From an optimization exercise on the open Yosys and OpenROAD flow, aimed at small area; shortcuts taken in it are not production practice. The RTL was checked by simulation tests, not by an equivalence proof against the original design. Power figures rest on the tool's default switching activity, not on a simulated workload.

==> flow/design.v <==
module tollboothcontroller (
    input clk, reset,
    input vehicle_detect,
    input rfid_present, rfid_valid, rfid_sufficient,
    input manual_coin, manual_card,
    input vehicle_passgate,
    input maintenance_mode,
    input updaterate,
    input [1:0] vehicle_class,
    input [7:0] rate_input,
    input reset_counters,
    output reg gateopen, gateclose,
    output reg [15:0] vehiclecount0, vehiclecount1, vehiclecount2,  
    output reg [15:0] totalrevenue0, totalrevenue1, totalrevenue2,
    output reg [7:0] evasioncount
);
reg readrfid, askmanual, showerror, evasionalarm;
reg countvehicle, countrevenue, logevasion;
parameter idle = 4'd0,
          read_rfid = 4'd1,
          rfid_ok = 4'd2,
          rfid_fail = 4'd3,
          wait_manual = 4'd4,
          manual_ok = 4'd5,
          manual_fail = 4'd6,
          open_gate = 4'd7,
          gate_evasion = 4'd8,
          maintenance = 4'd9;
reg [3:0] state, nextstate;
reg [7:0] tollrates0, tollrates1, tollrates2;
always @(posedge clk or posedge reset) begin
    if (reset)
        state <= idle;
    else
        state <= nextstate;
end
always @(*) begin
    readrfid = 0;
    gateopen = 0;
    gateclose = 1;
    askmanual = 0;
    showerror = 0;
    evasionalarm = 0;
    countvehicle = 0;
    countrevenue = 0;
    logevasion = 0;
    nextstate = state;
    case (state)
        idle: begin
            if (maintenance_mode)
                nextstate = maintenance;
            else if (vehicle_detect)
                nextstate = read_rfid;
        end
        read_rfid: begin
            readrfid = 1;
            if (rfid_present) begin
                if (rfid_valid && rfid_sufficient)
                    nextstate = rfid_ok;
                else
                    nextstate = rfid_fail;
            end else
                nextstate = rfid_fail;
        end
        rfid_ok: begin
            countvehicle = 1;
            countrevenue = 1;
            nextstate = open_gate;
        end
        rfid_fail: begin
            askmanual = 1;
            nextstate = wait_manual;
        end
        wait_manual: begin
            if (manual_coin || manual_card)
                nextstate = manual_ok;
        end
        manual_ok: begin
            countvehicle = 1;
            countrevenue = 1;
            nextstate = open_gate;
        end
        manual_fail: begin
            showerror = 1;
            nextstate = wait_manual;
        end
        open_gate: begin
            gateopen = 1;
            gateclose = 0;
            if (vehicle_passgate)
                nextstate = idle;
        end
        gate_evasion: begin
            evasionalarm = 1;
            logevasion = 1;
            nextstate = idle;
        end
        maintenance: begin
            if (!maintenance_mode)
                nextstate = idle;
        end
        default: nextstate = idle;
    endcase
    if ((state != open_gate) && vehicle_passgate)
        nextstate = gate_evasion;
end
always @(posedge clk or posedge reset) begin
    if (reset) begin
        vehiclecount0 <= 0;
        vehiclecount1 <= 0;
        vehiclecount2 <= 0;
        totalrevenue0 <= 0;
        totalrevenue1 <= 0;
        totalrevenue2 <= 0;
        tollrates0 <= 8'd50;
        tollrates1 <= 8'd100;
        tollrates2 <= 8'd150;
        evasioncount <= 0;
    end else begin
        if (reset_counters) begin
            case (vehicle_class)
                2'd0: begin vehiclecount0 <= 0; totalrevenue0 <= 0; end
                2'd1: begin vehiclecount1 <= 0; totalrevenue1 <= 0; end
                2'd2: begin vehiclecount2 <= 0; totalrevenue2 <= 0; end
            endcase
            evasioncount <= 0;
        end
        if (countvehicle) begin
            case (vehicle_class)
                2'd0: vehiclecount0 <= vehiclecount0 + 1;
                2'd1: vehiclecount1 <= vehiclecount1 + 1;
                2'd2: vehiclecount2 <= vehiclecount2 + 1;
            endcase
        end
        if (countrevenue) begin
            case (vehicle_class)
                2'd0: totalrevenue0 <= totalrevenue0 + tollrates0;
                2'd1: totalrevenue1 <= totalrevenue1 + tollrates1;
                2'd2: totalrevenue2 <= totalrevenue2 + tollrates2;
            endcase
        end
        if (logevasion)
            evasioncount <= evasioncount + 1;
        if (updaterate) begin
            case (vehicle_class)
                2'd0: tollrates0 <= rate_input;
                2'd1: tollrates1 <= rate_input;
                2'd2: tollrates2 <= rate_input;
            endcase
        end
    end
end
endmodule
==> flow/run.sh <==
#!/bin/bash
# synth_recipe.tcl (not shown) runs the flow's synth.tcl, then flattens the netlist and writes it again
# the make line also repeats each setting of config.mk as NAME=value (left out here)
make -C /OpenROAD-flow-scripts/flow DESIGN_CONFIG=/design/flow/config.mk WORK_HOME=/design/flow/orfs CLKGATE_MAP_FILE= SYNTH_SCRIPT=/design/flow/synth_recipe.tcl finish
==> flow/config.mk <==
export PLATFORM = sky130hd
export DESIGN_NAME = tollboothcontroller
export DESIGN_NICKNAME = tollboothcontroller
export VERILOG_FILES = /design/flow/design.v
export SDC_FILE = /design/flow/constraint.sdc
export NUM_CORES = 4
export LEC_CHECK = 0
export CAP_MARGIN = 20
export CORE_MARGIN = 2
export CORE_UTILIZATION = 40
export SLEW_MARGIN = 20
==> flow/constraint.sdc <==
create_clock -name core_clock -period 5.0 [get_ports {clk}]
set_input_delay 1.0000 -clock core_clock [delete_from_list [all_inputs] [get_ports {clk}]]
set_output_delay 1.0000 -clock core_clock [all_outputs]
set_load 0.01 [all_outputs]
==> results.txt <==
Among all flip-flop cells after synthesis, the most frequent one is sky130_fd_sc_hd__dfrtp_1. The total DRC errors in the routed layout is 0, and the area growth from synthesis to layout is 29.9%. For this run, global-route usage on met1 was measured as 25.6%.

Synthesis produced a netlist whose cell count is 690. The number of different library cells used by synthesis comes to 61. The number of setup violations in the final report came out at 0.

The clock-pin slew on the worst setup and hold paths was 0.06 ns; the final wirelength was 18000 um. The flow ran to the end and the layout has no timing, DRC or antenna violations. In this run the worst path has a maximum fanout of 22. For the estimated wirelength of the detail-placed design, the log shows 12900 um. Summing the areas of all and, or, nand and nor instances in the mapped netlist gives 18.7% of the synthesized area. The number of buffers inserted by port buffering works out to 127.

Counting every net in the synthesized netlist gives 743. Of all cell types, the one taking the most synthesized area is sky130_fd_sc_hd__dfrtp_1. The tools report the number of buffers inserted during clock tree synthesis as 17. Dividing the detail-routed wire length by the instance count gives 17.0 um. The root buffer cell chosen for the clock tree is sky130_fd_sc_hd__clkbuf_16. The maximum frequency from static timing analysis is 341 MHz, and the detailed-routing iteration count for the pre-antenna-repair pass is 6. No sink is reached through more buffers than the 2 on the longest clock path. The final count of hold timing violations is 0. The clock network latency to the later pin of the worst-skew pair was 0.42 ns; the arrival time reported for the critical path endpoint was 3.22 ns. The post-synthesis average cell area was 10.1 sq um; the clock skew after layout was 0.0104 ns. The largest stage delay on the critical path is 0.74 ns, and the net count of the finished layout is 871.

The run gives 0 ns as the total negative setup slack. The signal on the critical path passes through clkdlybuf4s50_1 > nor2b_1 > nand3_1 > o311ai_1 > o41ai_1. The logs give 44.8% for the relative contribution of the clock network to total power and 0 for the number of buffers added for setup after CTS. The hold-critical path depth was 1.

The die covers 18600 sq um. The synthesized netlist devotes 2.63% of its cell area to XOR and XNOR gates. The portion of synthesized area spent on multiplexers is 7.44%. The die height was 136 um. After synthesis, the cell types taking the most area are sky130_fd_sc_hd__dfrtp_1 (44%), sky130_fd_sc_hd__nand2_1 (5.0%), sky130_fd_sc_hd__ha_1 (5.0%), sky130_fd_sc_hd__nand3_1 (5.0%), sky130_fd_sc_hd__o21ai_0 (4.2%). Across the VDD grid, the largest voltage drop is 0.238 mV. Type of the most critical hold path: reg2reg. The number of DRC markers in iteration 0 was 282; the share of final-layout standard cells stronger than drive strength 1 was 10.5%. The global routing usage on met2 is 32.4%, and the number of gates given a new drive strength after cts is 0.

Counting flops and latches in the post-synthesis netlist gives 132. For this design the total switching power over the nets is 0.729 mW. The tools report the post-synthesis sequential area ratio as 47.4%. In the routed layout, each cell is associated on average with a via count of 5.63. The run gives 9090 sq um as the final instance area. In this run the most used layer during global routing was met2. The adder-cell share of the synthesized area is 5.87%, and the data required time of the critical path is 5.29 ns. The number of synthesis warnings is 1. The synthesized netlist devotes 15.8% of its cell area to compound gates.

The number of cells on the critical path came out at 5. Entering global routing, the biggest net connects 76 pins. The starting utilization of the core area was 40.7%.

The cell count of the worst reg-to-reg path was 5; the number of buffers added to fix hold violations after cts was 0. The mapped netlist covers 7000 sq um. For the pin with the worst max-slew slack, the measured transition is 0.866 ns. For this design the static power due to leakage is 3.78 nW. The remaining antenna violation count was 0; the share of total power in combinational logic was 12.3%. The run gives 0 as the number of max-slew violations in the final report. STA classifies the critical path endpoint as a flip-flop. The number of cell rows is 48, and the aggregate global routing overflow is 0. For the clock sink count, the log shows 132. TritonCTS built the clock tree.

The internal power is 2.07 mW. The worst pin sits at a relative slew slack of 42.1%. The share of synthesized area in the top cell type comes to 43.6%. The first global-routing pass estimated 28800 um of wire.

The logs give 5.33% for the met3 global-route usage and 42.8% for the sequential group share of total power. Setup repair after global routing left no endpoint under its margin. The logs give 8480 sq um for the post-place instance area and 128 for the count of boundary I/O pins. The total number of vias is 5942. Counting flops with a built-in enable in the synthesized netlist gives 0. Measured along the x axis, the die boundary spans 136 um.

The routed design could run at a clock period as short as 2.93 ns. Grouping stages by cell kind, the critical path spends the most delay in simple AND/OR/NAND/NOR gates. For the number of global-route vias before repair, the log shows 5735. Of all flip-flops after synthesis, the portion carrying an async set or reset was 100%. The initial antenna violation count was 0.

Cell with the biggest individual delay on the critical path: sky130_fd_sc_hd__nand3_1. For the deepest level of the CTS H-tree, the log shows 4. The global-route usage over all layers was 19.7%; the switching share of power was 26.0%. After layout, the design draws a total of 2.80 mW. The repair_antennas step left the layout with diodes totalling 0.

Last weighted congestion value of the routability-driven placer: 0.887. The worst setup path is launched from an input pin. Type of the worst setup path: in2reg. The fraction of the cycle the final worst path needs came out at 58.7%. After synthesis, the largest family of logic cells by area is simple AND/OR/NAND/NOR gates. The worst hold slack is 0.476 ns. The area of the placeable core came out at 17200 sq um.

The worst path buffer plus inverter count works out to 1. The power per cell area came out at 308 nW/um^2. Max-cap violations in this run came to 0.
==> cell type report <==
cell class              count  area (sq um)
multi-input cells         524          3540
clock inverters            11           128
flip-flops and latches    132          3320
repair buffers            129          1300
well taps                 225           282
clock buffers              21           470
inverters                  14          55.1
fillers                  1538          8090
==> through the flow <==
| step | setup slack [ns] | util, % | instances |
|---|---|---|---|
| final | 2.07 | 52.9 | 1056 |
| after global routing | 1.81 | 52.9 | 1056 |
| after CTS | 2.08 | 52.9 | 1056 |
| after detailed placement | 1.64 | 49.4 | 1024 |
| after global placement | 1.76 | 49.4 | 1024 |
| after floorplan | 0.490 | - | 690 |
==> cells in the mapped netlist (6+ instances only) <==
cell and n:
sky130_fd_sc_hd__inv_1 14, sky130_fd_sc_hd__buf_2 6, sky130_fd_sc_hd__nand2_1 94, sky130_fd_sc_hd__nor3_1 6, sky130_fd_sc_hd__and3_1 9, sky130_fd_sc_hd__nand3_1 70, sky130_fd_sc_hd__xnor2_1 13, sky130_fd_sc_hd__mux2_2 24
sky130_fd_sc_hd__o21ai_0 59, sky130_fd_sc_hd__o211ai_1 19, sky130_fd_sc_hd__dfstp_2 10, sky130_fd_sc_hd__clkbuf_1 12, sky130_fd_sc_hd__dfrtp_1 122, sky130_fd_sc_hd__a21oi_1 22, sky130_fd_sc_hd__nor2_1 24, sky130_fd_sc_hd__a31oi_1 8
sky130_fd_sc_hd__mux2i_1 25, sky130_fd_sc_hd__xor2_1 8, sky130_fd_sc_hd__o31ai_1 16, sky130_fd_sc_hd__nand4_1 21, sky130_fd_sc_hd__ha_1 28, sky130_fd_sc_hd__o41ai_1 7
==> state kept, by name (all words and copies together) (netlist names), 8 cells and up <==
name and flops:
totalrevenue0 16, totalrevenue1 16, totalrevenue2 16, vehiclecount0 16, vehiclecount1 16, vehiclecount2 16
evasioncount 8, tollrates0 8, tollrates1 8, tollrates2 8
==> power groups by stage <==
| stage | combinational (mW) | clock [mW] | sequential, mW |
|---|---|---|---|
| after global routing | 0.383 | 1.32 | 1.21 |
| final | 0.345 | 1.26 | 1.20 |
| after CTS | 0.346 | 1.28 | 1.20 |
| after floorplan | 0.232 | 0 | 1.20 |
| after global placement | 0.332 | 0 | 1.21 |
| after detailed placement | 0.344 | 0 | 1.22 |
==> metal layers <==
| layer | part of all wire, % | routed length (um) |
|---|---|---|
| met5 | 0 | 0 |
| met4 | 1.4 | 248 |
| met3 | 5.4 | 977 |
| met2 | 48 | 8660 |
| met1 | 45 | 8080 |
==> cells by family after synthesis <==
| family | after synthesis |
|---|---|
| AND/OR/NAND/NOR | 260 |
| AO/OA/AOI/OAI | 163 |
| flip-flops | 132 |
| multiplexers | 49 |
| buffers and inverters | 34 |
| adder cells (fa/ha/maj) | 31 |
| XOR/XNOR | 21 |
==> worst register-to-register path: stages (launching register included) <==
cell and delay, ns:
sky130_fd_sc_hd__dfrtp_1 0.54, sky130_fd_sc_hd__nand4bb_1 0.73, sky130_fd_sc_hd__nand2_4 0.30, sky130_fd_sc_hd__nand2_1 0.41, sky130_fd_sc_hd__nor4_1 0.46, sky130_fd_sc_hd__mux2i_1 0.23
==> placed cells by master (no fill, tap or decap), types with 3 or more instances in the layout <==
cell type and n:
sky130_fd_sc_hd__a211oi_1 3, sky130_fd_sc_hd__a21o_1 4, sky130_fd_sc_hd__a21oi_1 22, sky130_fd_sc_hd__a31oi_1 8
sky130_fd_sc_hd__and2_1 4, sky130_fd_sc_hd__and3_1 9, sky130_fd_sc_hd__and4_1 4, sky130_fd_sc_hd__clkbuf_16 17
sky130_fd_sc_hd__clkbuf_8 3, sky130_fd_sc_hd__clkdlybuf4s50_1 127, sky130_fd_sc_hd__clkinv_4 3, sky130_fd_sc_hd__clkinvlp_4 3
sky130_fd_sc_hd__dfrtp_1 122, sky130_fd_sc_hd__dfstp_2 10, sky130_fd_sc_hd__fa_1 3, sky130_fd_sc_hd__ha_1 28
sky130_fd_sc_hd__inv_1 13, sky130_fd_sc_hd__mux2_2 24, sky130_fd_sc_hd__mux2i_1 25, sky130_fd_sc_hd__nand2_1 94
sky130_fd_sc_hd__nand2_2 3, sky130_fd_sc_hd__nand3_1 70, sky130_fd_sc_hd__nand4_1 21, sky130_fd_sc_hd__nor2_1 24
sky130_fd_sc_hd__nor3_1 6, sky130_fd_sc_hd__nor4_1 3, sky130_fd_sc_hd__nor4b_1 4, sky130_fd_sc_hd__o211ai_1 19
sky130_fd_sc_hd__o21ai_0 59, sky130_fd_sc_hd__o221ai_1 3, sky130_fd_sc_hd__o311ai_1 5, sky130_fd_sc_hd__o31ai_1 16
sky130_fd_sc_hd__o41ai_1 7, sky130_fd_sc_hd__xnor2_1 13, sky130_fd_sc_hd__xor2_1 8
==> final timing paths <==
path	end	slack [ns]	start
max	vehiclecount2[8]$_DFF_PP0_	2.07	vehicle_class[1]
min	evasioncount[7]$_DFFE_PP0P_	0.48	evasioncount[7]$_DFFE_PP0P_
max reg2reg	totalrevenue0[15]$_DFF_PP0_	2.26	state[3]$_DFFE_PP0P_
min reg2reg	evasioncount[7]$_DFFE_PP0P_	0.48	evasioncount[7]$_DFFE_PP0P_
max in group asynchronous	tollrates0[5]$_DFFE_PP1P_	3.01	reset
min in group asynchronous	state[2]$_DFFE_PP0P_	1.08	reset

re-timing with driven ports:
The results above use ideal ports. As a check the final layout listed here was re-extracted and re-timed, cells and wires unchanged. Step 1, drivers: a clkbuf_16 drives clk and a buf_2 each remaining input, both assumed. Step 2 times the ports against the registers' clock, not the clock port: input delays grow and output delays shrink by t, the midpoint of the rising clock arrivals with the driver on. Three values: no drivers, after step 1, after step 2; two values: the first two.
t (ns): 0.462
setup slack, ns: 2.065 / 2.058 / 1.599
cell pins on the clock port's net: 1
After both steps setup and hold are still met in this run. For this run, drivers alone change the setup slack by -0.007 ns; drivers and shift together by -0.466 ns.
